Source: an optimization exercise on an open RTL-to-GDS flow (aim: small area, a short achievable clock period and few clock cycles per item). Production flows keep margins and buffers that such runs may drop.
At most, simulation tests tie the RTL to the original design; equivalence was not proved.
The RTL of runs 1, 2 and 5 was laid out without a check of its function.

<file path="flow/config.mk">
export PLATFORM = sky130hd
export DESIGN_NAME = expression_solver
export DESIGN_NICKNAME = expression_solver
export VERILOG_FILES = /design/flow/design.v
export SDC_FILE = /design/flow/constraint.sdc
export NUM_CORES = 4
export LEC_CHECK = 0
export ABC_AREA = 1
export CAP_MARGIN = 20
export CORE_MARGIN = 2
export CORE_UTILIZATION = 40
export SETUP_SLACK_MARGIN = 2
export SLEW_MARGIN = 20
export SYNTH_HIERARCHICAL = 1
export SYNTH_MINIMUM_KEEP_SIZE = 0
</file>
<file path="flow/constraint.sdc">
create_clock -name core_clock -period 11.0 [get_ports {clk}]
set_input_delay 2.2000 -clock core_clock [delete_from_list [all_inputs] [get_ports {clk}]]
set_output_delay 2.2000 -clock core_clock [all_outputs]
set_load 0.01 [all_outputs]
</file>
<file path="flow/design.v">
module fa (input a, input b, input c, output s, output co);
    assign s = a ^ b ^ c;
    assign co = (a & b) | (a & c) | (b & c);
endmodule
module ha (input a, input b, output s, output c);
    assign s = a ^ b;
    assign c = a & b;
endmodule
module expression_solver
(
    input clk,
    input rst,
    input start,
    input [7:0] X,
    input [15:0] A,
    input [15:0] B,
    input [15:0] C,
    output [15:0] result,
    output zero,
    output overflow,
    output completed
);
    reg busy;          
    reg done;          
    reg [15:0] T;
    reg Z;             
    always @(posedge clk or posedge rst)
    begin
        if (rst) begin
            busy <= 1'b0;
            done <= 1'b0;
        end else begin
            if (start) busy <= 1'b1;
            done <= busy;
        end
    end
    wire [15:0] m = busy ? T : A;
    wire [7:0] x = X;
    wire [15:0] kn = ~(busy ? C : B);
    wire pp_0_0 = ~(x[0] & m[0]);
    wire pp_0_1 = ~(x[0] & m[1]);
    wire pp_0_2 = ~(x[0] & m[2]);
    wire pp_0_3 = ~(x[0] & m[3]);
    wire pp_0_4 = ~(x[0] & m[4]);
    wire pp_0_5 = ~(x[0] & m[5]);
    wire pp_0_6 = ~(x[0] & m[6]);
    wire pp_0_7 = ~(x[0] & m[7]);
    wire pp_0_8 = ~(x[0] & m[8]);
    wire pp_0_9 = ~(x[0] & m[9]);
    wire pp_0_10 = ~(x[0] & m[10]);
    wire pp_0_11 = ~(x[0] & m[11]);
    wire pp_0_12 = ~(x[0] & m[12]);
    wire pp_0_13 = ~(x[0] & m[13]);
    wire pp_0_14 = ~(x[0] & m[14]);
    wire pp_0_15 = ~(x[0] & m[15]);
    wire pp_1_0 = ~(x[1] & m[0]);
    wire pp_1_1 = ~(x[1] & m[1]);
    wire pp_1_2 = ~(x[1] & m[2]);
    wire pp_1_3 = ~(x[1] & m[3]);
    wire pp_1_4 = ~(x[1] & m[4]);
    wire pp_1_5 = ~(x[1] & m[5]);
    wire pp_1_6 = ~(x[1] & m[6]);
    wire pp_1_7 = ~(x[1] & m[7]);
    wire pp_1_8 = ~(x[1] & m[8]);
    wire pp_1_9 = ~(x[1] & m[9]);
    wire pp_1_10 = ~(x[1] & m[10]);
    wire pp_1_11 = ~(x[1] & m[11]);
    wire pp_1_12 = ~(x[1] & m[12]);
    wire pp_1_13 = ~(x[1] & m[13]);
    wire pp_1_14 = ~(x[1] & m[14]);
    wire pp_2_0 = ~(x[2] & m[0]);
    wire pp_2_1 = ~(x[2] & m[1]);
    wire pp_2_2 = ~(x[2] & m[2]);
    wire pp_2_3 = ~(x[2] & m[3]);
    wire pp_2_4 = ~(x[2] & m[4]);
    wire pp_2_5 = ~(x[2] & m[5]);
    wire pp_2_6 = ~(x[2] & m[6]);
    wire pp_2_7 = ~(x[2] & m[7]);
    wire pp_2_8 = ~(x[2] & m[8]);
    wire pp_2_9 = ~(x[2] & m[9]);
    wire pp_2_10 = ~(x[2] & m[10]);
    wire pp_2_11 = ~(x[2] & m[11]);
    wire pp_2_12 = ~(x[2] & m[12]);
    wire pp_2_13 = ~(x[2] & m[13]);
    wire pp_3_0 = ~(x[3] & m[0]);
    wire pp_3_1 = ~(x[3] & m[1]);
    wire pp_3_2 = ~(x[3] & m[2]);
    wire pp_3_3 = ~(x[3] & m[3]);
    wire pp_3_4 = ~(x[3] & m[4]);
    wire pp_3_5 = ~(x[3] & m[5]);
    wire pp_3_6 = ~(x[3] & m[6]);
    wire pp_3_7 = ~(x[3] & m[7]);
    wire pp_3_8 = ~(x[3] & m[8]);
    wire pp_3_9 = ~(x[3] & m[9]);
    wire pp_3_10 = ~(x[3] & m[10]);
    wire pp_3_11 = ~(x[3] & m[11]);
    wire pp_3_12 = ~(x[3] & m[12]);
    wire pp_4_0 = ~(x[4] & m[0]);
    wire pp_4_1 = ~(x[4] & m[1]);
    wire pp_4_2 = ~(x[4] & m[2]);
    wire pp_4_3 = ~(x[4] & m[3]);
    wire pp_4_4 = ~(x[4] & m[4]);
    wire pp_4_5 = ~(x[4] & m[5]);
    wire pp_4_6 = ~(x[4] & m[6]);
    wire pp_4_7 = ~(x[4] & m[7]);
    wire pp_4_8 = ~(x[4] & m[8]);
    wire pp_4_9 = ~(x[4] & m[9]);
    wire pp_4_10 = ~(x[4] & m[10]);
    wire pp_4_11 = ~(x[4] & m[11]);
    wire pp_5_0 = ~(x[5] & m[0]);
    wire pp_5_1 = ~(x[5] & m[1]);
    wire pp_5_2 = ~(x[5] & m[2]);
    wire pp_5_3 = ~(x[5] & m[3]);
    wire pp_5_4 = ~(x[5] & m[4]);
    wire pp_5_5 = ~(x[5] & m[5]);
    wire pp_5_6 = ~(x[5] & m[6]);
    wire pp_5_7 = ~(x[5] & m[7]);
    wire pp_5_8 = ~(x[5] & m[8]);
    wire pp_5_9 = ~(x[5] & m[9]);
    wire pp_5_10 = ~(x[5] & m[10]);
    wire pp_6_0 = ~(x[6] & m[0]);
    wire pp_6_1 = ~(x[6] & m[1]);
    wire pp_6_2 = ~(x[6] & m[2]);
    wire pp_6_3 = ~(x[6] & m[3]);
    wire pp_6_4 = ~(x[6] & m[4]);
    wire pp_6_5 = ~(x[6] & m[5]);
    wire pp_6_6 = ~(x[6] & m[6]);
    wire pp_6_7 = ~(x[6] & m[7]);
    wire pp_6_8 = ~(x[6] & m[8]);
    wire pp_6_9 = ~(x[6] & m[9]);
    wire pp_7_0 = ~(x[7] & m[0]);
    wire pp_7_1 = ~(x[7] & m[1]);
    wire pp_7_2 = ~(x[7] & m[2]);
    wire pp_7_3 = ~(x[7] & m[3]);
    wire pp_7_4 = ~(x[7] & m[4]);
    wire pp_7_5 = ~(x[7] & m[5]);
    wire pp_7_6 = ~(x[7] & m[6]);
    wire pp_7_7 = ~(x[7] & m[7]);
    wire pp_7_8 = ~(x[7] & m[8]);
    wire s1, c2;
    fa fa_s1 (pp_0_5, pp_1_4, pp_2_3, s1, c2);
    wire s3, c4;
    fa fa_s3 (pp_0_6, pp_1_5, pp_2_4, s3, c4);
    wire s5, c6;
    fa fa_s5 (pp_3_3, pp_4_2, pp_5_1, s5, c6);
    wire s7, c8;
    fa fa_s7 (pp_0_7, pp_1_6, pp_2_5, s7, c8);
    wire s9, c10;
    fa fa_s9 (pp_3_4, pp_4_3, pp_5_2, s9, c10);
    wire s11, c12;
    fa fa_s11 (pp_6_1, pp_7_0, kn[7], s11, c12);
    wire s13, c14;
    fa fa_s13 (pp_0_8, pp_1_7, pp_2_6, s13, c14);
    wire s15, c16;
    fa fa_s15 (pp_3_5, pp_4_4, pp_5_3, s15, c16);
    wire s17, c18;
    fa fa_s17 (pp_6_2, pp_7_1, kn[8], s17, c18);
    wire s19, c20;
    fa fa_s19 (pp_0_9, pp_1_8, pp_2_7, s19, c20);
    wire s21, c22;
    fa fa_s21 (pp_3_6, pp_4_5, pp_5_4, s21, c22);
    wire s23, c24;
    fa fa_s23 (pp_6_3, pp_7_2, kn[9], s23, c24);
    wire s25, c26;
    fa fa_s25 (pp_0_10, pp_1_9, pp_2_8, s25, c26);
    wire s27, c28;
    fa fa_s27 (pp_3_7, pp_4_6, pp_5_5, s27, c28);
    wire s29, c30;
    fa fa_s29 (pp_6_4, pp_7_3, kn[10], s29, c30);
    wire s31, c32;
    fa fa_s31 (pp_0_11, pp_1_10, pp_2_9, s31, c32);
    wire s33, c34;
    fa fa_s33 (pp_3_8, pp_4_7, pp_5_6, s33, c34);
    wire s35, c36;
    fa fa_s35 (pp_6_5, pp_7_4, kn[11], s35, c36);
    wire s37, c38;
    fa fa_s37 (pp_0_12, pp_1_11, pp_2_10, s37, c38);
    wire s39, c40;
    fa fa_s39 (pp_3_9, pp_4_8, pp_5_7, s39, c40);
    wire s41, c42;
    fa fa_s41 (pp_6_6, pp_7_5, kn[12], s41, c42);
    wire s43, c44;
    fa fa_s43 (pp_0_13, pp_1_12, pp_2_11, s43, c44);
    wire s45, c46;
    fa fa_s45 (pp_3_10, pp_4_9, pp_5_8, s45, c46);
    wire s47, c48;
    fa fa_s47 (pp_6_7, pp_7_6, kn[13], s47, c48);
    wire s49, c50;
    fa fa_s49 (pp_0_14, pp_1_13, pp_2_12, s49, c50);
    wire s51, c52;
    fa fa_s51 (pp_3_11, pp_4_10, pp_5_9, s51, c52);
    wire s53, c54;
    fa fa_s53 (pp_6_8, pp_7_7, kn[14], s53, c54);
    wire s55 = pp_0_15 ^ pp_1_14 ^ pp_2_13;
    wire s56 = pp_3_12 ^ pp_4_11 ^ pp_5_10;
    wire s57 = pp_6_9 ^ pp_7_8 ^ kn[15];
    wire s58, c59;
    fa fa_s58 (pp_0_3, pp_1_2, pp_2_1, s58, c59);
    wire s60, c61;
    fa fa_s60 (pp_0_4, pp_1_3, pp_2_2, s60, c61);
    wire s62, c63;
    fa fa_s62 (pp_3_1, pp_4_0, kn[4], s62, c63);
    wire s64, c65;
    fa fa_s64 (pp_3_2, pp_4_1, pp_5_0, s64, c65);
    wire h66, c67;
    fa fa_h66 (kn[5], s1, 1'b1, h66, c67);
    wire s68, c69;
    fa fa_s68 (pp_6_0, kn[6], c2, s68, c69);
    wire h70, c71;
    fa fa_h70 (s3, s5, 1'b1, h70, c71);
    wire s72, c73;
    fa fa_s72 (c4, c6, s7, s72, c73);
    wire h74, c75;
    fa fa_h74 (s9, s11, 1'b1, h74, c75);
    wire s76, c77;
    fa fa_s76 (c10, c8, s13, s76, c77);
    wire s78, c79;
    fa fa_s78 (s15, c12, s17, s78, c79);
    wire s80, c81;
    fa fa_s80 (c14, c16, s19, s80, c81);
    wire s82, c83;
    fa fa_s82 (s21, c18, s23, s82, c83);
    wire s84, c85;
    fa fa_s84 (c20, c22, s25, s84, c85);
    wire s86, c87;
    fa fa_s86 (s27, c24, s29, s86, c87);
    wire s88, c89;
    fa fa_s88 (c26, c28, s31, s88, c89);
    wire s90, c91;
    fa fa_s90 (s33, c30, s35, s90, c91);
    wire s92, c93;
    fa fa_s92 (c32, c34, s37, s92, c93);
    wire s94, c95;
    fa fa_s94 (s39, c36, s41, s94, c95);
    wire s96, c97;
    fa fa_s96 (c38, c40, s43, s96, c97);
    wire s98, c99;
    fa fa_s98 (s45, c42, s47, s98, c99);
    wire s100, c101;
    fa fa_s100 (c44, c46, s49, s100, c101);
    wire s102, c103;
    fa fa_s102 (s51, c48, s53, s102, c103);
    wire s104 = c50 ^ c52 ^ s55;
    wire s105 = s56 ^ c54 ^ s57;
    wire s106, c107;
    fa fa_s106 (pp_0_2, pp_1_1, pp_2_0, s106, c107);
    wire s108, c109;
    fa fa_s108 (pp_3_0, kn[3], s58, s108, c109);
    wire s110, c111;
    fa fa_s110 (c59, s60, s62, s110, c111);
    wire s112, c113;
    fa fa_s112 (c61, s64, c63, s112, c113);
    wire s114, c115;
    fa fa_s114 (c65, c67, s68, s114, c115);
    wire s116, c117;
    fa fa_s116 (c69, c71, s72, s116, c117);
    wire s118, c119;
    fa fa_s118 (c73, s76, c75, s118, c119);
    wire s120, c121;
    fa fa_s120 (c77, s80, c79, s120, c121);
    wire s122, c123;
    fa fa_s122 (c81, s84, c83, s122, c123);
    wire s124, c125;
    fa fa_s124 (c85, s88, c87, s124, c125);
    wire s126, c127;
    fa fa_s126 (c89, s92, c91, s126, c127);
    wire s128, c129;
    fa fa_s128 (c93, s96, c95, s128, c129);
    wire s130, c131;
    fa fa_s130 (c97, s100, c99, s130, c131);
    wire s132 = c101 ^ s104 ^ c103;
    wire s133, c134;
    fa fa_s133 (pp_0_1, pp_1_0, kn[1], s133, c134);
    wire h135, c136;
    fa fa_h135 (kn[2], s106, 1'b1, h135, c136);
    wire h137, c138;
    fa fa_h137 (c107, s108, 1'b1, h137, c138);
    wire h139, c140;
    fa fa_h139 (c109, s110, 1'b1, h139, c140);
    wire s141, c142;
    fa fa_s141 (h66, c111, s112, s141, c142);
    wire s143, c144;
    fa fa_s143 (c113, h70, s114, s143, c144);
    wire s145, c146;
    fa fa_s145 (h74, c115, s116, s145, c146);
    wire s147, c148;
    fa fa_s147 (s78, c117, s118, s147, c148);
    wire s149, c150;
    fa fa_s149 (s82, c119, s120, s149, c150);
    wire s151, c152;
    fa fa_s151 (s86, c121, s122, s151, c152);
    wire s153, c154;
    fa fa_s153 (s90, c123, s124, s153, c154);
    wire s155, c156;
    fa fa_s155 (s94, c125, s126, s155, c156);
    wire s157, c158;
    fa fa_s157 (s98, c127, s128, s157, c158);
    wire s159, c160;
    fa fa_s159 (s102, c129, s130, s159, c160);
    wire s161 = s105 ^ c131 ^ s132;
    wire [15:0] n0 = {c160, c158, c156, c154, c152, c150, c148, c146, c144, c142, c140, c138, c136, c134, s133, pp_0_0};
    wire [15:0] n1 = {s161, s159, s157, s155, s153, s151, s149, s147, s145, s143, s141, h139, h137, h135, 1'b1, kn[0]};
    wire [15:0] p, g;
    ha ha_0 (n0[0], n1[0], p[0], g[0]);
    ha ha_1 (n0[1], n1[1], p[1], g[1]);
    ha ha_2 (n0[2], n1[2], p[2], g[2]);
    ha ha_3 (n0[3], n1[3], p[3], g[3]);
    ha ha_4 (n0[4], n1[4], p[4], g[4]);
    ha ha_5 (n0[5], n1[5], p[5], g[5]);
    ha ha_6 (n0[6], n1[6], p[6], g[6]);
    ha ha_7 (n0[7], n1[7], p[7], g[7]);
    ha ha_8 (n0[8], n1[8], p[8], g[8]);
    ha ha_9 (n0[9], n1[9], p[9], g[9]);
    ha ha_10 (n0[10], n1[10], p[10], g[10]);
    ha ha_11 (n0[11], n1[11], p[11], g[11]);
    ha ha_12 (n0[12], n1[12], p[12], g[12]);
    ha ha_13 (n0[13], n1[13], p[13], g[13]);
    ha ha_14 (n0[14], n1[14], p[14], g[14]);
    ha ha_15 (n0[15], n1[15], p[15], g[15]);
    wire [15:0] G0 = {g[15:1], g[0] | p[0]};
    wire [15:0] P0 = {p[15:1], 1'b0};
    wire [15:0] G1 = {G0[15:1] | (P0[15:1] & G0[14:0]), G0[0:0]};
    wire [15:0] P1 = {P0[15:1] & P0[14:0], P0[0:0]};
    wire [15:0] G2 = {G1[15:2] | (P1[15:2] & G1[13:0]), G1[1:0]};
    wire [15:0] P2 = {P1[15:2] & P1[13:0], P1[1:0]};
    wire [15:0] G3 = {G2[15:4] | (P2[15:4] & G2[11:0]), G2[3:0]};
    wire [15:0] P3 = {P2[15:4] & P2[11:0], P2[3:0]};
    wire [15:0] G4 = {G3[15:8] | (P3[15:8] & G3[7:0]), G3[7:0]};
    wire [15:0] P4 = {P3[15:8] & P3[7:0], P3[7:0]};
    wire [15:0] y = p ^ ~{G4[14:0], 1'b1};
    wire yz = ~p[0] & (&(p[15:1] ^ g[14:0]));
    assign result = done ? T : y;
    assign zero = done ? Z : yz;
    always @(posedge clk)
    begin
        T <= result;
        Z <= zero;
    end
    assign completed = busy;
    assign overflow = 1'b0;
endmodule
</file>
<file path="flow/flow/run.sh">
#!/bin/bash
# The standard layout, with the port buffers made from the smallest buffer
# (buf_1) instead of the delay buffer buffer_ports picks by default; the
# resizer still upsizes them where timing, slew or load ask for it.
set -euo pipefail
export BUFFER_PORTS_ARGS="-buffer_cell sky130_fd_sc_hd__buf_1"
bash standard.sh > standard_finish.log 2>&1
</file>
<file path="flow/standard.sh">
#!/bin/bash
# synth_recipe.tcl (not shown) runs the flow's synth.tcl, then flattens the netlist and writes it again
# the make line also repeats each setting of config.mk as NAME=value (left out here)
make -C /OpenROAD-flow-scripts/flow DESIGN_CONFIG=/design/flow/config.mk WORK_HOME=/design/flow/orfs CLKGATE_MAP_FILE= SYNTH_SCRIPT=/design/flow/synth_recipe.tcl "${@:-finish}"
</file>
==> results.txt, run 1 <==
outcome timing/DRC/antenna clean; initial core utilization about two fifths; Ports 78; TritonCTS clock tree done; die width approximately 110 microns; max frequency around 120 MHz; Tmin final ~8.7 ns; antenna violations before repair 0; CTS Buf Count 3; worst-skew pair later-pin latency between 0.2 and 0.3 ns; syn avg cell area about 7.7 sq um; met3 Use GR 1.998%; largest net degree at the start of global routing 35; Crit path arrival time approximately 6.5 ns; final antenna-violating net count 0; sequential element share of the synthesized area under 10%; crit-path cells buf_1 > nand2_1 > nand2_1 > nand2_1 > fa_1 > fa_1 > fa_1 > fa_1 > ha_1 > ha_1 > nor2_1 > o21ai_0 > a21oi_1 > a21o_1 > nand3_1 > o21ai_0 > buf_1; Hold Buf Count CTS 0; Clock Tree Buf Depth 2; Post-Route Setup TNS 0 ns; Mapped Area roughly 4300 sq um; Row Count 37; final non-filler cell total roughly 760; DR WL/cell roughly 15 microns; delay-heaviest family, CP adder cells; Vert. Die Dim 107.3 microns; met1 Resource Use GR a little under 30%; Layout Area Growth over Synthesis 10.74%; Worst path slowest cell fa_1; Final period util 78.97%; grt ovf 0; cell mode on critical path fa_1; Post-Syn Instances roughly 550; compound-gate portion of the synthesized area 4.165%; Worst Tran Pin Value 0.6941 ns; Post-layout nets around 790; Total GRT Usage roughly a fifth; endpoints failing hold 0; HPWL after DPL around 9800 microns; Adder-Cell Fraction of Synth Area between 40 and 50%; Core Footprint slightly above 10000 sq um; initial DRC count 212; number of port buffers 76; die area around 12000 sq um; Max transition margin 53.72%; share of post-route cells with drive strength above 1 approximately 6.3%; diode count 0; #FFs+latches synth 19; CTS clk-pin slew, worst paths 0.08 ns; H-tree levels 1; CP startpoint kind input pin; gpl congestion 0.9453; DRC 0; mux contribution to synthesized area 3.520%; most common cell after layout, fill and taps aside nand2_1; global-route wire length before repair approximately 19000 microns; Routed WL approximately 11000 microns; critical path fanouts, max 8; Synth Area in XOR/XNOR 1.437%; most frequent cells in the layout nand2_1, fa_1, buf_1, inv_1, nand3_1; number of library cell types mapped by synthesis 35; WS Path Type in -> out; CP Capture Type output pin; RSZ-0062 raised after global routing true; Most Crowded Layer GR met2; worst-case clock skew roughly 0.0093 ns; Pins Over Slew Limit 0; M2 GR Usage between 30 and 40%; via count 3785; Placed Cells incl. Taps 754; crit path buf inv count 2; Post-Synth Simple-Gate Area between 20 and 30%; Yosys warnings 7; number of global-route vias before repair around 3.8k; Worst Hold Class reg -> reg; setup violators final 0; Root Buffer clkbuf_8; largest family of logic cells by synthesized area adder cells; drt via density approximately 5.0; CTS sink cnt 19; Max-Cap Viols 0; Critical Path Max Stage Delay ~0.54 ns; total iterations of the first detailed-routing run 7; Crit path required time between 8 and 9 ns
==> per-module statistics from Yosys (local to each module, per instance) <==
| module | cells inside | area [sq um] | times used | flip-flops and latches |
|---|---|---|---|---|
| fa | 1 | 20.02 | 77 | 0 |
| ha | 1 | 12.51 | 16 | 0 |
| expression_solver | 460 | 2524 | 1 | 19 |
==> state kept, by name, indices dropped and copies added, names as in the netlist <==
| register | flops |
|---|---|
| T | 16 |
| Z | 1 |
| busy | 1 |
| done | 1 |
==> metal layers <==
metal  wire length, microns  part of all wire [%]
met1                   5230                    46
met2                   5466                    48
met3                    525                   4.6
met4                    107                  0.94
met5                      0                     0
==> cell usage after synthesis <==
master	count	area share [%]
buf_6	3	0.79
nand2_1	208	18
nor4_1	2	0.29
conb_1	2	0.18
a21o_1	2	0.35
or2_2	6	0.88
xor2_1	6	1.2
a31o_2	1	0.21
buf_2	2	0.23
nand3b_1	2	0.35
nor2_2	2	0.29
o21a_1	1	0.18
fa_1	77	36
ha_1	30	8.8
inv_1	46	4.0
xnor2_1	1	0.21
nand3_1	35	4.1
o21ai_1	3	0.35
buf_4	1	0.18
clkbuf_1	11	0.97
nand3_2	2	0.47
mux2i_1	15	3.5
nand2_2	8	1.2
nor2_1	26	2.3
nand2_4	2	0.53
dfxtp_1	17	8.0
clkinv_1	1	0.088
a21oi_1	6	0.70
inv_2	4	0.35
buf_1	1	0.088
dfrtp_1	2	1.2
or2_0	1	0.15
a31oi_1	1	0.15
o21ai_0	19	2.2
nand4_1	7	1.0
==> area by class of cell <==
type                    instances  area (sq um)
clock buffers                   3         41.29
well taps                     136         170.2
inverters                      51         191.4
multi-input cells             471          3623
clock inverters                 1         7.507
flip-flops and latches         19         390.4
repair buffers                 77         299.0
fillers                      1044          5600
==> stage by stage <==
| step | hold WS (ns) | util, % | worst slack (ns) | area [sq um] |
|---|---|---|---|---|
| 2_1_floorplan | 0.4835 | - | 2.865 | 4288 |
| 3_3_place_gp | 0.4363 | 45.09 | 2.155 | 4654 |
| 3_5_place_dp | 0.4384 | 45.09 | 2.153 | 4654 |
| 4_1_cts | 0.4618 | 45.56 | 2.138 | 4703 |
| 5_1_grt | 0.5083 | 45.75 | 1.981 | 4723 |
| 6_report | 0.4672 | 45.75 | 2.313 | 4723 |
==> cell families after synthesis <==
family | count (synthesis)
flip-flops | 19
multiplexers | 15
XOR/XNOR | 7
buffers and inverters | 69
other | 2
AND/OR/NAND/NOR | 301
adder cells (fa/ha/maj) | 107
AO/OA/AOI/OAI | 33
==> worst reg2reg max path: stages, from the launching register on <==
cell	delay (ns)
dfrtp_1	0.36
buf_4	0.43
nand2_1	0.13
nand2_1	0.34
nand2_1	0.14
fa_1	0.53
fa_1	0.47
fa_1	0.54
fa_1	0.42
ha_1	0.37
ha_1	0.21
nor2_1	0.21
o21ai_0	0.15
a21oi_1	0.23
nand3_1	0.11
nand3_1	0.10
o21ai_0	0.13
==> worst paths after layout <==
path | depth (start not counted) | from | to | slack, ns
worst max-delay path | 17 | A[6] | result[14] | 2.31
worst min-delay path | 2 | Z$_DFF_P_ | Z$_DFF_P_ | 0.47
worst max register to register | 16 | busy$_DFFE_PP0P_ | T[14]$_DFF_P_ | 5.96
worst min register to register | 2 | Z$_DFF_P_ | Z$_DFF_P_ | 0.47
max in group asynchronous | 2 | rst | busy$_DFFE_PP0P_ | 9.15
min in group asynchronous | 2 | rst | done$_DFF_PP0_ | 1.74
==> what timing repair did <==
item                       4_1_cts  5_1_grt
setup endpoints to repair        0        6
setup buffers                    0        0
resized for setup                0        9
==> inputs of run 2 (changes only) <==
--- a/flow/design.v
+++ b/flow/design.v
@@ -24,5 +24,4 @@
     reg done;          
     reg [15:0] T;
-    reg Z;             
     always @(posedge clk or posedge rst)
     begin
@@ -329,11 +328,9 @@
     wire [15:0] P4 = {P3[15:8] & P3[7:0], P3[7:0]};
     wire [15:0] y = p ^ ~{G4[14:0], 1'b1};
-    wire yz = ~p[0] & (&(p[15:1] ^ g[14:0]));
     assign result = done ? T : y;
-    assign zero = done ? Z : yz;
+    assign zero = ~|result;
     always @(posedge clk)
     begin
         T <= result;
-        Z <= zero;
     end
     assign completed = busy;
--- a/flow/config.mk
+++ b/flow/config.mk
@@ -6,5 +6,4 @@
 export NUM_CORES = 4
 export LEC_CHECK = 0
-export ABC_AREA = 1
 export CAP_MARGIN = 20
 export CORE_MARGIN = 2
==> run 2 against run 1 <==
Net effect:
- die area decreased by 9.1%
- final area down 4.6%
- register-to-register slack worse by 0.39 ns
- non-clock buffer count grew 8
- critical endpoint is now zero
- global-route usage is 1.2 points lower
- critical path type unchanged
- hold slack improved by 0.066 ns
==> results.txt, run 2 <==
Total GRT Usage 19.74% (-1.2 points); Crit path arrival time 6.75 ns (+0.26 ns); worst reg2reg path depth 14 (-2); Final Instance Area 4506 sq um (-4.6%); DRC 0 (unchanged); CP endpoint zero; DR WL/cell 16.41 microns (+9.8%); most common flop cell mapped by yosys dfxtp_1; antenna violations before repair 0 (unchanged); Largest regs T x16, busy x1, done x1; Synth area leader fa_1; Max transition margin 40.43% (-13 points); drt via density 5.350 (+7.1%); critical path fanouts, max 4 (-4); share of the synthesized area in the top cell type 39.92% (+3.8 points); endpoints failing hold 0 (unchanged); Pins Over Slew Limit 0 (unchanged); Post-Route Setup TNS 0 ns (unchanged); grt ovf 0 (unchanged); gpl congestion 0.8962 (-5.2%); Root Buffer clkbuf_8; final non-filler cell total 606 (-20%); Worst path slowest cell fa_1; number of port buffers 76 (unchanged); CP Capture Type output pin; CTS sink cnt 18 (-1); max frequency 111.7 MHz (-3.0%); RSZ-0062 raised after global routing true; number of synthesized flops with an enable pin 0 (unchanged); Mapped Area 3861 sq um (-9.5%); final antenna-violating net count 0 (unchanged); Crit path required time 8.80 ns (about the same); Clock Tree Buf Depth 2 (unchanged); Critical Path Max Stage Delay 0.54 ns (about the same); R2R setup slack 5.57 ns (-0.39 ns); HPWL after DPL 8129 microns (-17%); most common cell in the netlist nand2_1; asr flop ratio synth 11.11% (+0.58 points); Ports 78 (unchanged); largest net degree at the start of global routing 30 (-14%); Tmin final 8.954 ns (+0.2672 ns); Post-layout nets 631 (-20%); Hold Buf Count CTS 0 (unchanged); multi-input logic area 3513 sq um (-3.0%); Post-synth top cells nand2_1, fa_1, mux2_2, ha_1, mux2i_1; Placed Area 4233 sq um (-9.1%); crit-path cells buf_1 > mux2_4 > nand2_4 > fa_1 > fa_2 > fa_1 > fa_1 > ha_4 > and2_4 > a221o_1 > o21a_1 > o31ai_2 > o2111ai_2 > a2111oi_2 > o2111ai_1 > nor4_2 > buf_2; CP startpoint kind input pin; Row Count 35 (-5.4%); Reg with most FFs T; share of post-route cells with drive strength above 1 15.09% (+8.8 points); #FFs+latches synth 18 (-1); global-route wire length before repair 16080 microns (-15%); fillers 923 (-12%); Worst Hold Class reg -> reg; cell mode on critical path fa_1; number of global-route vias before repair 3293 (-14%); sequential element share of the synthesized area 9.592% (+0.44 points); setup violators final 0 (unchanged); die width 102.3 microns (-4.7%); most common cell after layout, fill and taps aside nand2_1; via count 3242 (-14%); initial DRC count 151 (-29%); crit path from A[4]; outcome timing/DRC/antenna clean; syn avg cell area 9.629 sq um (+25%); Post-Syn Instances 401 (-27%); Max-Cap Viols 0 (unchanged); FF-to-FF End T[14]$_DFF_P_; WS Path Type in -> out; leading cell types by total area after synthesis fa_1, nand2_1, dfxtp_1; TritonCTS clock tree done; die area 10460 sq um (-9.1%); most frequent cells in the layout nand2_1, fa_1, buf_1, mux2i_1; number of library cell types mapped by synthesis 53 (+51%); initial core utilization 41.59% (+0.27 points); worst-case clock skew 0.007334 ns (-0.001979 ns); Placed Cells incl. Taps 594 (-21%); CTS Buf Count 3 (unchanged); worst-skew pair later-pin latency 0.26 ns (about the same); Final period util 81.40% (+2.4 points); number of flip-flops in the largest register 16 (unchanged); Yosys warnings 7 (unchanged); Layout Area Growth over Synthesis 16.69%; total iterations of the first detailed-routing run 6 (-1); Core Footprint 9284 sq um (-10%); Worst Tran Pin Value 0.8936 ns (+0.1994 ns); Vert. Die Dim 102.3 microns (-4.7%); diode count 0 (unchanged); Routed WL 9944 microns (-12%); H-tree levels 1 (unchanged); Worst R2R Start busy$_DFFE_PP0P_; CTS clk-pin slew, worst paths 0.08 ns (about the same); FF+latch area 371.6 sq um (-4.8%)
[run 2: final cells by class]
class                   count  share of cell area, %
flip-flops and latches     18                  8.248
well taps                 129                  3.582
inverters                   7                 0.5832
clock buffers               4                  1.222
multi-input cells         363                  77.98
repair buffers             85                  8.387
[run 2: cell families after synthesis]
kind of cell / share of synthesized area [%]
muxes: 9.656
DFF: 9.592
buffers and inverters: 3.435
and+or+nand+nor: 17.50
AOI/OAI and AO/OA: 9.883
adders and majority gates: 45.43
xor gates and xnor gates: 4.310
other: 0.1945
[run 2: critical path: cells and delay by family]
| kind | cells | cell delay, ns |
|---|---|---|
| compound gates | 6 | 1.52 |
| simple gates | 3 | 0.39 |
| fa+ha+maj | 5 | 2.11 |
| buf+inv | 2 | 0.25 |
| mux | 1 | 0.29 |
[run 2: what timing repair did]
| item | CTS | global route |
|---|---|---|
| resized for setup | 18 | 25 |
| setup buffers | 5 | 3 |
| pin swaps | 11 | 13 |
| endpoints found under the setup margin | 5 | 3 |
[run 2: how the worst min path moves through the flow]
stage	slack, ns	depth (start not counted)	endpoint	startpoint
2_1_floorplan	0.43	0	done$_DFF_PP0_	busy$_DFFE_PP0P_
4_1_cts	0.53	2	T[1]$_DFF_P_	T[1]$_DFF_P_
6_report	0.53	2	T[2]$_DFF_P_	T[2]$_DFF_P_
5_1_grt	0.58	1	T[15]$_DFF_P_	T[15]$_DFF_P_
3_3_place_gp	0.49	2	T[1]$_DFF_P_	T[1]$_DFF_P_
3_5_place_dp	0.51	2	T[1]$_DFF_P_	T[1]$_DFF_P_
[run 2: routing by layer]
layer,track usage (%),wire length (microns),share of wire (%),up-vias
met3,1.915,366,3.7,2
met2,36.94,5443,55,88
met5,0,0,0,-
li1,-,-,-,1496
met1,25.90,4119,41,1656
met4,1.333,14,0.14,0
[run 2: modules after synthesis (local to each module, per instance)]
module,cells,flip-flops and latches
ha,1,0
fa,1,0
expression_solver,308,18
[run 2: metrics by stage]
stage | worst slack, ns | hold WS [ns] | util [%]
floorplan | 2.088 | 0.4330 | -
detailed placement | 1.434 | 0.5137 | 45.59
finish | 2.046 | 0.5332 | 48.53
CTS | 2.015 | 0.5342 | 47.28
global placement | 1.577 | 0.4870 | 45.59
global route | 1.915 | 0.5836 | 48.53
==> inputs of run 3 (changes only) <==
--- a/flow/design.v
+++ b/flow/design.v
@@ -328,11 +328,11 @@
     wire [15:0] P4 = {P3[15:8] & P3[7:0], P3[7:0]};
     wire [15:0] y = p ^ ~{G4[14:0], 1'b1};
-    assign result = done ? T : y;
-    assign zero = ~|result;
     always @(posedge clk)
     begin
-        T <= result;
+        if (!done) T <= y;
     end
-    assign completed = busy;
+    assign result = T;
+    assign zero = ~|T;
+    assign completed = done;
     assign overflow = 1'b0;
 endmodule
--- a/flow/config.mk
+++ b/flow/config.mk
@@ -9,5 +9,5 @@
 export CORE_MARGIN = 2
 export CORE_UTILIZATION = 40
-export SETUP_SLACK_MARGIN = 2
+export SETUP_SLACK_MARGIN = 4.5
 export SLEW_MARGIN = 20
 export SYNTH_HIERARCHICAL = 1
==> run 3 against run 2 <==
Net effect:
- critical path depth shrank 4
- non-clock buffer count shrank 8
- hold slack gained 0.26 ns
- maximum frequency grew 44%
- largest cell class unchanged
- final cell count shrank 5.9%
- critical path type is now in -> reg
- still clean
- synthesized area shrank 1.5%
==> results.txt, run 3 <==
Root Buffer clkbuf_8; diode count 0 (unchanged); gpl congestion 0.8338 (-7.0%); antenna violations before repair 0 (unchanged); cell mode on critical path fa_1; Ports 78 (unchanged); #FFs+latches synth 18 (unchanged); sequential element share of the synthesized area 13.94% (+4.4 points); Crit path arrival time 6.24 ns (-0.51 ns); Crit path required time 11.00 ns (+2.20 ns); CTS clk-pin slew, worst paths 0.07 ns (about the same); Post-Route Setup TNS 0 ns (unchanged); DRC 0 (unchanged); M1 WL 3553 microns (-14%); Synth area leader fa_1; DR WL/cell 15.73 microns (-4.1%); H-tree levels 1 (unchanged); initial core utilization 41.18% (-0.41 points); DR WL met2 4947 microns (-9.1%); Final Util 46.00% (-2.5 points); final non-filler cell total 570 (-5.9%); share of post-route cells with drive strength above 1 7.029% (-8.1 points); CP startpoint kind input pin; max frequency 160.3 MHz (+44%); largest net degree at the start of global routing 35 (+17%); Hold Slack 0.7911 ns (+0.2580 ns); most common flop cell mapped by yosys edfxtp_1; number of port buffers 76 (unchanged); share of the synthesized area in the top cell type 40.51% (+0.59 points); CTS sink cnt 18 (unchanged); global-route wire length before repair 14920 microns (-7.2%); number of global-route vias before repair 3162 (-4.0%); Total GRT Usage 18.55% (-1.2 points); HPWL after DPL 7776 microns (-4.3%); TritonCTS clock tree done; number of synthesized flops with an enable pin 16 (+16); via count 2967 (-8.5%); number of flip-flops in the largest register 16 (unchanged); Final period util 56.72% (-25 points); grt ovf 0 (unchanged); Vert. Die Dim 101.5 microns (-0.70%); total iterations of the first detailed-routing run 4 (-2); CTS Buf Count 3 (unchanged); Worst path slowest cell fa_1; Largest regs T x16, busy x1, done x1; WS Path Type in -> reg; drt via density 5.205 (-2.7%); most common cell in the netlist nand2_1; number of library cell types mapped by synthesis 50 (-5.7%); Max-Cap Viols 0 (unchanged); Tmin final 6.239 ns (-2.715 ns); FF+latch area 531.8 sq um (+43%); Critical Path Max Stage Delay 0.54 ns (about the same); Post-Syn Instances 370 (-7.7%); initial DRC count 102 (-32%); Reg with most FFs T; leading cell types by total area after synthesis fa_1, edfxtp_1, nand2_1; Placed Cells incl. Taps 566 (-4.7%); RSZ-0062 raised after global routing false; Max transition margin 55.08% (+15 points); Clock Tree Buf Depth 2 (unchanged); Layout Area Growth over Synthesis 11.71%; critical path fanouts, max 14 (+10); Routed WL 8968 microns (-9.8%); most common cell after layout, fill and taps aside nand2_1; most frequent cells in the layout nand2_1, fa_1, buf_1, xnor2_1, ha_1; Pins Over Slew Limit 0 (unchanged); worst-skew pair later-pin latency 0.26 ns (about the same); Mapped Area 3805 sq um (-1.5%); worst-case clock skew 0.006070 ns (-0.001263 ns); met3 WL 313 microns (-14%); Post-layout nets 595 (-5.7%); Max Used Layer met4; Row Count 35 (unchanged); post-CTS setup buffers 0 (-5); fillers 918 (-0.54%); final antenna-violating net count 0 (unchanged); Core Footprint 9240 sq um (-0.47%); CP Capture Type flip-flop; asr flop ratio synth 11.11% (unchanged); die width 101.5 microns (-0.70%); Post-synth top cells nand2_1, fa_1, xnor2_1, ha_1; crit-path cells buf_1 > nand2_1 > fa_1 > fa_1 > fa_1 > fa_1 > ha_1 > a21oi_1 > a2bb2oi_1 > a21oi_1 > a211o_1 > a41oi_2 > xor2_1; syn avg cell area 10.28 sq um (+6.8%); Worst Tran Pin Value 0.6738 ns (-0.2198 ns); Yosys warnings 7 (unchanged); multi-input logic area 3183 sq um (-9.4%); endpoints failing hold 0 (unchanged); Worst Hold Class reg -> reg; crit path buf inv count 1 (-1); outcome timing/DRC/antenna clean; setup violators final 0 (unchanged); die area 10310 sq um (-1.4%); delay-heaviest family, CP adder cells
-- run 3: worst reg2reg max path: stages (launching register included) --
cell,delay (ns)
dfrtp_2,0.34
buf_4,0.44
mux2_2,0.51
nand2_1,0.12
fa_1,0.45
fa_1,0.43
fa_1,0.54
fa_1,0.42
ha_1,0.39
a21oi_1,0.19
a2bb2oi_1,0.22
a21oi_1,0.09
a211o_1,0.33
a41oi_2,0.21
xor2_1,0.09
-- run 3: Yosys stat by module (local to each module, per instance) --
module / flip-flops and latches / copies in the design
fa: 0 / 77
expression_solver: 18 / 1
ha: 0 / 16
-- run 3: cells by family (layout without fill, tap and decap cells) --
family	after synthesis	count (layout)	share of synthesized area, %
other	2	8	0.1974
adders and majority gates	94	94	46.10
DFF	18	18	13.94
AOI/OAI and AO/OA	33	33	6.478
and+or+nand+nor	142	142	15.62
xor gates and xnor gates	24	24	5.524
buffers and inverters	25	90	2.992
muxes	32	32	9.142
-- run 3: layer usage --
| metal | global-route usage (%) | vias to the layer above |
|---|---|---|
| li1 | - | 1361 |
| met4 | 3.638 | 0 |
| met2 | 35.32 | 82 |
| met3 | 1.863 | 12 |
| met1 | 22.67 | 1512 |
| met5 | 0 | - |
-- run 3: path summary, 6_finish.rpt --
path / startpoint / to / slack, ns / cells past startpoint
worst min-delay path: busy$_DFFE_PP0P_ / done$_DFF_PP0_ / 0.79 / 1
worst min register to register: busy$_DFFE_PP0P_ / done$_DFF_PP0_ / 0.79 / 1
max in group asynchronous: rst / busy$_DFFE_PP0P_ / 9.12 / 2
worst max register to register: busy$_DFFE_PP0P_ / T[15]$_DFFE_PN_ / 5.98 / 14
worst max-delay path: X[2] / T[15]$_DFFE_PN_ / 4.76 / 13
min in group asynchronous: rst / done$_DFF_PP0_ / 1.76 / 2
-- run 3: cell type report --
class                           instances  area share (%)
Tap cell                              129           3.797
Multi-Input combinational cell        333           74.89
Inverter                                9          0.7948
Sequential cell                        18           12.51
Timing Repair Buffer                   77           6.947
Clock buffer                            4           1.060
-- run 3: metrics by stage --
step | cell area (sq um) | setup WS (ns)
after detailed placement | 4203 | 4.380
after global placement | 4203 | 4.506
final | 4250 | 4.761
after floorplan | 3827 | 4.721
after global routing | 4250 | 4.583
after CTS | 4248 | 4.651
-- run 3: repair_timing --
item	4_1_cts	5_1_grt
gates resized for setup	0	2
endpoints found under the setup margin	0	2
hold buffers	0	0
Testbench counts of run 3, summed over its fixed seeds: cycles 3,600, items 1,200.
==> inputs of run 4 (changes only) <==
--- a/flow/config.mk
+++ b/flow/config.mk
@@ -9,5 +9,5 @@
 export CORE_MARGIN = 2
 export CORE_UTILIZATION = 40
-export SETUP_SLACK_MARGIN = 4.5
+export SETUP_SLACK_MARGIN = 5
 export SLEW_MARGIN = 20
 export SYNTH_HIERARCHICAL = 1
==> run 4 against run 3 <==
Net effect:
- still clean
- register-to-register slack better by 0.22 ns
- sequential cell count stayed put
- routed wire length is 0.10% lower
- count of clock-buffer cells in the layout stayed put
- via count hardly changed
- maximum frequency is 6.6% higher
- sequential share of layout area is 0.19 points lower
- critical path type unchanged
==> results.txt, run 4 <==
Max transition margin 59.51% (+4.4 points); setup violators final 0 (unchanged); number of library cell types mapped by synthesis 50 (unchanged); DRC 0 (unchanged); Tmin final 5.855 ns (-0.3845 ns); CTS clk-pin slew, worst paths 0.06 ns (about the same); gpl congestion 0.8724 (+4.6%); met3 Use GR 1.656% (-0.21 points); Clock Tree Buf Depth 2 (unchanged); met1 Resource Use GR 23.24% (+0.58 points); syn avg cell area 10.28 sq um (unchanged); antenna violations before repair 0 (unchanged); number of port buffers 76 (unchanged); Post-Route Setup TNS 0 ns (unchanged); diode count 0 (unchanged); TritonCTS clock tree done; outcome timing/DRC/antenna clean; initial DRC count 110 (+7.8%); Hold Buf Count CTS 0 (unchanged); #FFs+latches synth 18 (unchanged); die width 101.5 microns (unchanged); number of global-route vias before repair 2956 (-6.5%); Root Buffer clkbuf_8; total iterations of the first detailed-routing run 4 (unchanged); fillers 895 (-2.5%); Vert. Die Dim 101.5 microns (unchanged); CTS Buf Count 3 (unchanged); critical path fanouts, max 8 (-6); Reg with most FFs T; HPWL after DPL 7673 microns (-1.3%); H-tree levels 1 (unchanged); number of synthesized flops with an enable pin 16 (unchanged); via count 2966 (-0.034%); final antenna-violating net count 0 (unchanged); RSZ-0062 raised after global routing false; Post-synth top cells nand2_1, fa_1, xnor2_1, ha_1; most common flop cell mapped by yosys edfxtp_1; Row Count 35 (unchanged); Ports 78 (unchanged); endpoints failing hold 0 (unchanged); Crit path arrival time 5.85 ns (-0.39 ns); drt via density 5.204 (about the same); most common cell in the netlist nand2_1; grt ovf 0 (unchanged); die area 10310 sq um (unchanged); initial core utilization 41.18% (unchanged); Core Footprint 9240 sq um (unchanged); Crit path required time 11.00 ns (about the same); Mapped Area 3805 sq um (unchanged); max frequency 170.8 MHz (+6.6%); post-CTS setup buffers 0 (unchanged); most common cell after layout, fill and taps aside nand2_1; Yosys warnings 7 (unchanged); CP startpoint kind input pin; Post-layout nets 595 (unchanged); Routed WL 8959 microns (-0.10%); largest net degree at the start of global routing 35 (unchanged); number of flip-flops in the largest register 16 (unchanged); Total GRT Usage 18.20% (-0.35 points); Synth area leader fa_1; global-route wire length before repair 14600 microns (-2.2%); worst-case clock skew 0.008564 ns (+0.002494 ns); Final period util 53.23% (-3.5 points); M2 GR Usage 34.26% (-1.1 points); Worst Tran Pin Value 0.6067 ns (-0.06708 ns); Pins Over Slew Limit 0 (unchanged); CTS sink cnt 18 (unchanged); most frequent cells in the layout nand2_1, fa_1, buf_1, xnor2_1; DR WL/cell 15.72 microns (-0.10%); Post-Syn Instances 370 (unchanged); worst-skew pair later-pin latency 0.25 ns (about the same); Max-Cap Viols 0 (unchanged); Layout Area Growth over Synthesis 13.42%; leading cell types by total area after synthesis fa_1, edfxtp_1, nand2_1; asr flop ratio synth 11.11% (unchanged); Worst Hold Class reg -> reg; WS Path Type in -> reg; share of the synthesized area in the top cell type 40.51% (unchanged); sequential element share of the synthesized area 13.94% (unchanged); CP Capture Type flip-flop; Largest regs T x16, busy x1, done x1; Most Crowded Layer GR met2; share of post-route cells with drive strength above 1 10.20% (+3.2 points)
[run 4: cell counts after synthesis]
Identical to the previous run, type by type.
[run 4: metal layers]
| metal | vias up | share of wire (%) |
|---|---|---|
| met5 | - | 0 |
| met4 | 0 | 0.89 |
| met3 | 6 | 3.2 |
| met2 | 78 | 55 |
| met1 | 1517 | 41 |
| li1 | 1365 | - |
[run 4: worst paths after layout]
path                                     to              from  depth (start not counted)  slack [ns]
min in group asynchronous    done$_DFF_PP0_               rst                          2        1.76
setup / recovery            T[15]$_DFFE_PN_              A[3]                         14        5.14
hold reg to reg              done$_DFF_PP0_  busy$_DFFE_PP0P_                          1        0.81
max in group asynchronous  busy$_DFFE_PP0P_               rst                          2        9.12
setup reg to reg            T[15]$_DFFE_PN_  busy$_DFFE_PP0P_                         14        6.20
hold / removal               done$_DFF_PP0_  busy$_DFFE_PP0P_                          1        0.81
[run 4: through the flow]
stage	utilization [%]	hold WS [ns]	setup WS (ns)	std cells	area, sq um
global route	46.70	0.8406	4.972	570	4315
detailed placement	45.51	0.7941	4.475	566	4205
finish	46.70	0.8068	5.145	570	4315
CTS	46.12	0.8079	5.012	570	4262
global placement	45.51	0.7867	4.575	566	4205
floorplan	-	0.3548	5.026	376	3841
[run 4: layout make-up]
cell class	instances	area [sq um]	area share (%)
clock buffers	4	45.04	1.044
inverters	9	33.78	0.7828
multi-input cells	333	3238	75.04
flip-flops and latches	18	531.8	12.32
well taps	129	161.4	3.740
repair buffers	77	305.3	7.075
[run 4: kinds of logic (layout without fill, tap and decap cells)]
| group | after synthesis | after routing | synth area share (%) |
|---|---|---|---|
| DFF | 18 | 18 | 13.94 |
| xor gates and xnor gates | 24 | 24 | 5.524 |
| muxes | 32 | 32 | 9.142 |
| AOI/OAI and AO/OA | 33 | 33 | 6.478 |
| buffers and inverters | 25 | 90 | 2.992 |
| and+or+nand+nor | 142 | 142 | 15.62 |
| adders and majority gates | 94 | 94 | 46.10 |
| other | 2 | 8 | 0.1974 |
[run 4: repair_timing]
action	4_1_cts	5_1_grt
pin swaps	0	0
gates resized for setup	8	13
endpoints found under the setup margin	6	3
[run 4: critical path, stage by stage]
cell,delay (ns)
buf_1,0.07
mux2_2,0.35
nand2_1,0.11
fa_1,0.44
fa_2,0.38
fa_1,0.48
fa_1,0.51
ha_2,0.32
a21oi_2,0.16
a2bb2oi_2,0.17
a21oi_1,0.08
a211o_1,0.28
a41oi_2,0.21
xor2_1,0.08
[run 4: Yosys stat by module (local to each module, per instance)]
| module | flip-flops and latches | cells |
|---|---|---|
| expression_solver | 18 | 277 |
| fa | 0 | 1 |
| ha | 0 | 1 |
==> inputs of run 5 (changes only) <==
--- a/flow/design.v
+++ b/flow/design.v
@@ -35,6 +35,6 @@
     end
     wire [15:0] m = busy ? T : A;
-    wire [7:0] x = X;
-    wire [15:0] kn = ~(busy ? C : B);
+    wire [7:0] x = done ? 8'd1 : X;
+    wire [15:0] kn = ~(done ? 16'd0 : busy ? C : B);
     wire pp_0_0 = ~(x[0] & m[0]);
     wire pp_0_1 = ~(x[0] & m[1]);
@@ -330,5 +330,5 @@
     always @(posedge clk)
     begin
-        if (!done) T <= y;
+        T <= y;
     end
     assign result = T;
==> run 5 against run 4 <==
Net effect:
- still clean
- clock skew decreased by 0.0067 ns
- setup slack lost 0.026 ns
- non-clock buffer count up 26
- count of clock-buffer cells in the layout unchanged
- via count increased by 7.4%
- global-route usage grew 0.22 points
- critical endpoint is now T[13]$_DFF_P_
==> results.txt, run 5 <==
most frequent cells in the layout nand2_1, buf_1, fa_1, buf_4, or2_2; HPWL after DPL 7696 microns (+0.30%); worst-skew pair later-pin latency 0.26 ns (about the same); Layout Area Growth over Synthesis 20.85%; number of library cell types mapped by synthesis 47 (-6.0%); drt via density 5.073 (-2.5%); CTS Buf Count 3 (unchanged); RSZ-0062 raised after global routing true; die area 10390 sq um (+0.76%); number of port buffers 76 (unchanged); delay-heaviest family, CP adder cells; Worst R2R Start done$_DFF_PP0_; Synth area leader fa_1; Yosys warnings 7 (unchanged); CP Capture Type flip-flop; Core Footprint 9284 sq um (+0.47%); diode count 0 (unchanged); Post-Route Setup TNS 0 ns (unchanged); Largest regs T x16, busy x1, done x1; Total GRT Usage 18.42% (+0.22 points); worst-case clock skew 0.001909 ns (-0.006656 ns); max frequency 170.0 MHz (-0.45%); Final Instance Area 4634 sq um (+7.4%); endpoints failing hold 0 (unchanged); leading cell types by total area after synthesis fa_1, nand2_1, dfxtp_1; DR WL/cell 15.39 microns (-2.1%); outcome timing/DRC/antenna clean; CP startpoint kind input pin; Hold Buf Count CTS 0 (unchanged); Post-layout nets 653 (+9.7%); crit path buf inv count 1 (unchanged); syn avg cell area 9.635 sq um (-6.3%); Post-synth top cells nand2_1, fa_1, or2_2, mux2i_1, ha_1; Final period util 53.47% (+0.24 points); DRC 0 (unchanged); share of post-route cells with drive strength above 1 19.84% (+9.6 points); number of flip-flops in the largest register 16 (unchanged); share of the synthesized area in the top cell type 40.20% (-0.32 points); most common cell in the netlist nand2_1; Routed WL 9666 microns (+7.9%); HP Start busy$_DFFE_PP0P_; total iterations of the first detailed-routing run 4 (unchanged); CTS sink cnt 18 (unchanged); final antenna-violating net count 0 (unchanged); Max transition margin 13.51% (-46 points); cell mode on critical path fa_1; CTS clk-pin slew, worst paths 0.07 ns (about the same); Worst path slowest cell fa_1; WS Path Type in -> reg; gpl congestion 0.8783 (+0.68%); Max-Cap Viols 0 (unchanged); sequential element share of the synthesized area 9.657% (-4.3 points); crit-path cells buf_1 > nor2b_4 > nand2_1 > fa_1 > fa_1 > fa_1 > fa_1 > ha_2 > nand2_1 > o21ai_0 > o31ai_1 > o311ai_2 > a31oi_1 > xor2_1; via count 3186 (+7.4%); TritonCTS clock tree done; Row Count 35 (unchanged); Critical Path Max Stage Delay 0.52 ns (about the same); crit path from X[1]; #FFs+latches synth 18 (unchanged); die width 101.9 microns (+0.38%); global-route wire length before repair 14930 microns (+2.3%); critical path fanouts, max 6 (-2); H-tree levels 1 (unchanged); most common cell after layout, fill and taps aside nand2_1; Reg with most FFs T; Crit path arrival time 6.07 ns (+0.22 ns); number of synthesized flops with an enable pin 0 (-16); Crit path required time 11.18 ns (+0.18 ns); Worst Tran Pin Value 1.297 ns (+0.6906 ns); fillers 918 (+2.6%); number of global-route vias before repair 3132 (+6.0%); Vert. Die Dim 101.9 microns (+0.38%); most common flop cell mapped by yosys dfxtp_1; Post-Syn Instances 398 (+7.6%); initial core utilization 41.31% (+0.13 points); Ports 78 (unchanged); Root Buffer clkbuf_8; Pins Over Slew Limit 0 (unchanged); Worst Hold Class reg -> reg; Mapped Area 3835 sq um (+0.79%); largest net degree at the start of global routing 36 (+2.9%); initial DRC count 106 (-3.6%); Placed Area 4249 sq um (+1.0%); antenna violations before repair 0 (unchanged); asr flop ratio synth 11.11% (unchanged); grt ovf 0 (unchanged); setup violators final 0 (unchanged); Clock Tree Buf Depth 2 (unchanged); Tmin final 5.881 ns (+0.02634 ns)
==> run 5: cell count changes in the layout (fill, tap and decap cells not counted), sizes merged, moves of 12 or more <==
cell and delta:
buf +27, dfxtp +16, edfxtp -16, nor2b +12, or2 +16
==> run 5: area by class of cell <==
type / count / area [sq um] / share of cell area (%)
multi-input cells: 366 / 3527 / 76.11
repair buffers: 103 / 489.2 / 10.56
flip-flops and latches: 18 / 371.6 / 8.018
well taps: 129 / 161.4 / 3.483
clock buffers: 4 / 55.05 / 1.188
inverters: 8 / 30.03 / 0.6479
==> run 5: timing repair <==
action,CTS,global route
resized for setup,8,20
cloned,0,4
setup buffers,0,25
pin swaps,0,7
setup endpoints to repair,7,6
==> run 5: layer usage <==
layer	global-route usage, %	up-vias	share of wire (%)
li1	-	1505	-
met3	2.189	12	5.4
met2	34.77	94	52
met5	0	-	0
met1	23.13	1575	41
met4	2.564	0	0.93
==> run 5: Yosys stat by module, one instance, submodules excluded <==
module             cells  flip-flops and latches
expression_solver    305                      18
ha                     1                       0
fa                     1                       0
==> run 5: kinds of logic (layout without fill, tap and decap cells) <==
family	after synthesis	after routing	synth area share [%]
simple gates	167	171	19.80
buf+inv	24	115	2.904
fa+ha+maj	94	94	45.74
mux	34	34	9.886
flops	18	18	9.658
xor+xnor	20	20	4.764
other cells	2	8	0.1958
compound gates	39	39	7.048
==> run 5: metrics by stage <==
| step | util [%] | std cells | setup slack, ns | hold slack (ns) |
|---|---|---|---|---|
| after floorplan | - | 404 | 5.005 | 0.3745 |
| after global placement | 45.77 | 595 | 4.483 | 0.8379 |
| after detailed placement | 45.77 | 595 | 4.270 | 0.8562 |
| after CTS | 46.66 | 599 | 4.976 | 0.8659 |
| after global routing | 49.92 | 628 | 4.936 | 0.8950 |
| final | 49.92 | 628 | 5.119 | 0.8573 |
==> run 5: worst register-to-register path, cell delays in order, from the launching register on <==
cell and delay, ns:
dfrtp_1 1.20, or2_4 0.38, nand2_1 0.10, fa_1 0.56
fa_1 0.43, fa_1 0.46, fa_1 0.50, ha_2 0.30
nand2_1 0.06, o21ai_0 0.11, o31ai_1 0.31, o311ai_2 0.20
a31oi_1 0.24, xor2_1 0.18
==> run 5: path summary, 6_finish.rpt <==
kind	end	slack (ns)	cells past startpoint
setup reg to reg	T[13]$_DFF_P_	5.89	13
hold reg to reg	done$_DFF_PP0_	0.86	1
min in group asynchronous	busy$_DFFE_PP0P_	1.75	2
max in group asynchronous	busy$_DFFE_PP0P_	9.13	2
setup / recovery	T[13]$_DFF_P_	5.12	14
hold / removal	done$_DFF_PP0_	0.86	1
==> inputs of run 6 (changes only) <==
--- a/flow/design.v
+++ b/flow/design.v
@@ -35,6 +35,6 @@
     end
     wire [15:0] m = busy ? T : A;
-    wire [7:0] x = done ? 8'd1 : X;
-    wire [15:0] kn = ~(done ? 16'd0 : busy ? C : B);
+    wire [7:0] x = X;
+    wire [15:0] kn = ~(busy ? C : B);
     wire pp_0_0 = ~(x[0] & m[0]);
     wire pp_0_1 = ~(x[0] & m[1]);
@@ -330,5 +330,5 @@
     always @(posedge clk)
     begin
-        T <= y;
+        if (!done) T <= y;
     end
     assign result = T;
--- a/flow/config.mk
+++ b/flow/config.mk
@@ -8,5 +8,5 @@
 export CAP_MARGIN = 20
 export CORE_MARGIN = 2
-export CORE_UTILIZATION = 40
+export CORE_UTILIZATION = 70
 export SETUP_SLACK_MARGIN = 5
 export SLEW_MARGIN = 20
==> run 6 against run 5 <==
Net effect:
- via count fell by 4.1%
- final cell count is 18% lower
- maximum frequency fell by 0.98%
- critical endpoint is now T[15]$_DFFE_PN_
- largest cell class unchanged
==> results.txt, run 6 <==
DR WL/cell 17.70 microns (+15%); global-route wire length before repair 14720 microns (-1.4%); most common cell after layout, fill and taps aside nand2_1; gpl congestion 0.9191 (+4.6%); #FFs+latches synth 18 (unchanged); Crit path required time 11.01 ns (-0.17 ns); Max-Cap Viols 0 (unchanged); Final Util 82.10% (+32 points); Worst R2R Start busy$_DFFE_PP0P_; grt ovf 0 (unchanged); largest net degree at the start of global routing 35 (-2.8%); Synth area leader fa_1; M1 WL 3302 microns (-17%); Worst Tran Pin Value 0.9047 ns (-0.3926 ns); Post-synth top cells nand2_1, fa_1, xnor2_1, ha_1; most common cell in the netlist nand2_1; Final period util 54.00% (+0.53 points); Post-layout nets 596 (-8.7%); Final Instance Area 4247 sq um (-8.4%); Worst Hold Class reg -> reg; via count 3056 (-4.1%); Total GRT Usage 31.79% (+13 points); most frequent cells in the layout nand2_1, fa_1, buf_1, xnor2_1; HP Start done$_DFF_PP0_; CTS clk-pin slew, worst paths 0.07 ns (about the same); FF-to-FF End T[15]$_DFFE_PN_; antenna violations before repair 0 (unchanged); CP Capture Type flip-flop; Pins Over Slew Limit 0 (unchanged); RSZ-0062 raised after global routing false; number of port buffers 76 (unchanged); Root Buffer clkbuf_8; initial DRC count 163 (+54%); WS Path Type in -> reg; Crit path arrival time 5.95 ns (-0.12 ns); share of the synthesized area in the top cell type 40.51% (+0.32 points); initial core utilization 73.56% (+32 points); sequential element share of the synthesized area 13.94% (+4.3 points); diode count 0 (unchanged); Reg with most FFs T; Layout Area Growth over Synthesis 11.61%; Largest regs T x16, busy x1, done x1; most common flop cell mapped by yosys edfxtp_1; Row Count 26 (-26%); DR WL met2 4807 microns (-4.8%); TritonCTS clock tree done; Yosys warnings 7 (unchanged); setup violators final 0 (unchanged); share of post-route cells with drive strength above 1 10.41% (-9.4 points); Hold Path Cell Cnt 1 (unchanged); critical path fanouts, max 8 (+2); leading cell types by total area after synthesis fa_1, edfxtp_1, nand2_1; outcome timing/DRC/antenna clean; Tmin final 5.940 ns (+0.05831 ns); total iterations of the first detailed-routing run 4 (unchanged); Post-Syn Instances 370 (-7.0%); worst reg2reg path depth 13 (unchanged); Ports 78 (unchanged); number of global-route vias before repair 3237 (+3.4%); number of synthesized flops with an enable pin 16 (+16); R2R setup slack 5.93 ns (+0.04 ns); syn avg cell area 10.28 sq um (+6.7%); HPWL after DPL 7531 microns (-2.1%); die area 6041 sq um (-42%); hold endpoint T[1]$_DFFE_PN_; worst-case clock skew 0.001221 ns (-0.0006879 ns); DRC 0 (unchanged); CTS Buf Count 3 (unchanged); number of flip-flops in the largest register 16 (unchanged); Mapped Area 3805 sq um (-0.78%); Max transition margin 39.69% (+26 points); H-tree levels 1 (unchanged); max frequency 168.4 MHz (-0.98%); final antenna-violating net count 0 (unchanged); worst-skew pair later-pin latency 0.26 ns (about the same); Vert. Die Dim 77.73 microns (-24%); die width 77.73 microns (-24%); Core Footprint 5172 sq um (-44%); Max Used Layer met4; CP startpoint kind input pin; drt via density 5.969 (+18%); endpoints failing hold 0 (unchanged); number of library cell types mapped by synthesis 50 (+6.4%); met3 WL 527 microns (+0.38%); CTS sink cnt 18 (unchanged); asr flop ratio synth 11.11% (unchanged); Routed WL 9062 microns (-6.2%); Post-Route Setup TNS 0 ns (unchanged); Clock Tree Buf Depth 2 (unchanged); Placed Area 4124 sq um (-2.9%)
## run 6: cell types whose count changed after synthesis, moves of 2 or more
cell / previous run / this run
edfxtp_1: 0 / 16
nor4_1: 6 / 4
nand3_1: 7 / 5
nand2_1: 107 / 109
xor2_1: 3 / 6
a21o_1: 4 / 2
mux2_4: 5 / 2
dfxtp_1: 16 / 0
mux2_2: 11 / 14
xnor2_1: 16 / 18
mux2i_1: 18 / 16
or2_2: 20 / 3
nor2b_1: 8 / 0
a21oi_1: 12 / 9
## run 6: cells by family after synthesis
kind of cell	Yosys count	synth area share [%]
AND/OR/NAND/NOR	142	15.62
buffers and inverters	25	2.992
multiplexers	32	9.142
adder cells (fa/ha/maj)	94	46.10
flip-flops	18	13.94
other	2	0.1974
AO/OA/AOI/OAI	33	6.478
XOR/XNOR	24	5.524
## run 6: what timing repair did
action	4_1_cts	5_1_grt
endpoints found under the setup margin	6	4
resized for setup	8	12
pin swaps	0	4
hold buffers	0	0
setup buffers	0	2
## run 6: metal layers
layer  vias up  global-route usage [%]
met5         -                       0
met4         0                   14.46
met3        37                   3.256
met2       138                   57.59
met1      1514                   38.12
li1       1367                       -
## run 6: worst max path at each step
| stage | startpoint | to | slack [ns] | cells after the start |
|---|---|---|---|---|
| 2_1_floorplan | X[0] | T[15]$_DFFE_PN_ | 5.03 | 15 |
| 3_3_place_gp | X[0] | T[15]$_DFFE_PN_ | 4.60 | 13 |
| 5_1_grt | A[6] | T[15]$_DFFE_PN_ | 4.97 | 14 |
| 6_report | A[6] | T[15]$_DFFE_PN_ | 5.06 | 14 |
| 4_1_cts | A[8] | T[15]$_DFFE_PN_ | 5.00 | 14 |
| 3_5_place_dp | X[0] | T[15]$_DFFE_PN_ | 4.39 | 13 |
## run 6: modules after synthesis (local to each module, per instance)
module	flops+latches	cell area, sq um
expression_solver	18	2063
fa	0	20.02
ha	0	12.51
## run 6: worst max-delay path: stages
cell and delay (ns):
buf_1 0.07, mux2_4 0.33, nand2_2 0.10, fa_1 0.45, fa_1 0.56, fa_1 0.44
fa_1 0.50, ha_2 0.32, nand2_2 0.09, a2bb2oi_2 0.16, a21oi_1 0.08, a211o_1 0.33
a41oi_2 0.21, xor2_1 0.08
## run 6: layout make-up
type                            count  area [sq um]
Clock buffer                        3         41.29
Clock inverter                      1         3.754
Fill cell                         328         925.9
Inverter                            9         33.78
Multi-Input combinational cell    333          3237
Sequential cell                    18         531.8
Tap cell                           70         87.58
Timing Repair Buffer               78         311.5
## run 6: stage by stage
stage               hold slack (ns)  setup WS [ns]  instances
finish                       0.9033          5.060        512
floorplan                    0.3548          5.026        376
CTS                          0.8993          5.003        510
global placement             0.8507          4.596        506
detailed placement           0.8810          4.389        506
global route                 0.9680          4.972        512
Testbench counts of run 6, summed over its fixed seeds: cycles 3,600, items 1,200.

[static timing again, ports no longer ideal]
How much do the figures lean on ideal ports? The routed layouts below were timed once more, with nothing changed but the port constraints.
Step 1 assumes that a clkbuf_16 drives the clock port and a buf_2 every other input.
Step 2 times the ports against the registers' clock, not the clock port: input delays grow and output delays shrink by t, the midpoint of the rising clock arrivals with the driver on.
Three values: ideal, step 1, step 2; two values: the first two.
run	t, ns	setup slack, ns	worst hold slack (ns)	worst slew at a driven data input, ns	cell pins on the clock port's net
run 1	0.285	2.313 / 2.290 / 2.290	0.467 / 0.467 / 0.467	0.04	1
run 2	0.283	2.046 / 2.022 / 2.022	0.533 / 0.533 / 0.533	0.04	1
run 3	0.277	4.761 / 4.759 / 4.482	0.791 / 0.791 / 0.791	0.03	1
run 4	0.274	5.145 / 5.143 / 4.870	0.807 / 0.807 / 0.807	0.03	1
run 5	0.282	5.119 / 5.123 / 4.841	0.857 / 0.857 / 0.857	0.04	1
run 6	0.280	5.060 / 5.062 / 4.782	0.903 / 0.903 / 0.903	0.04	1
After both steps setup and hold are still met in every run listed. The setup slack of run 3, which loses most, moves by -0.002 ns with the drivers and by -0.279 ns with both steps.
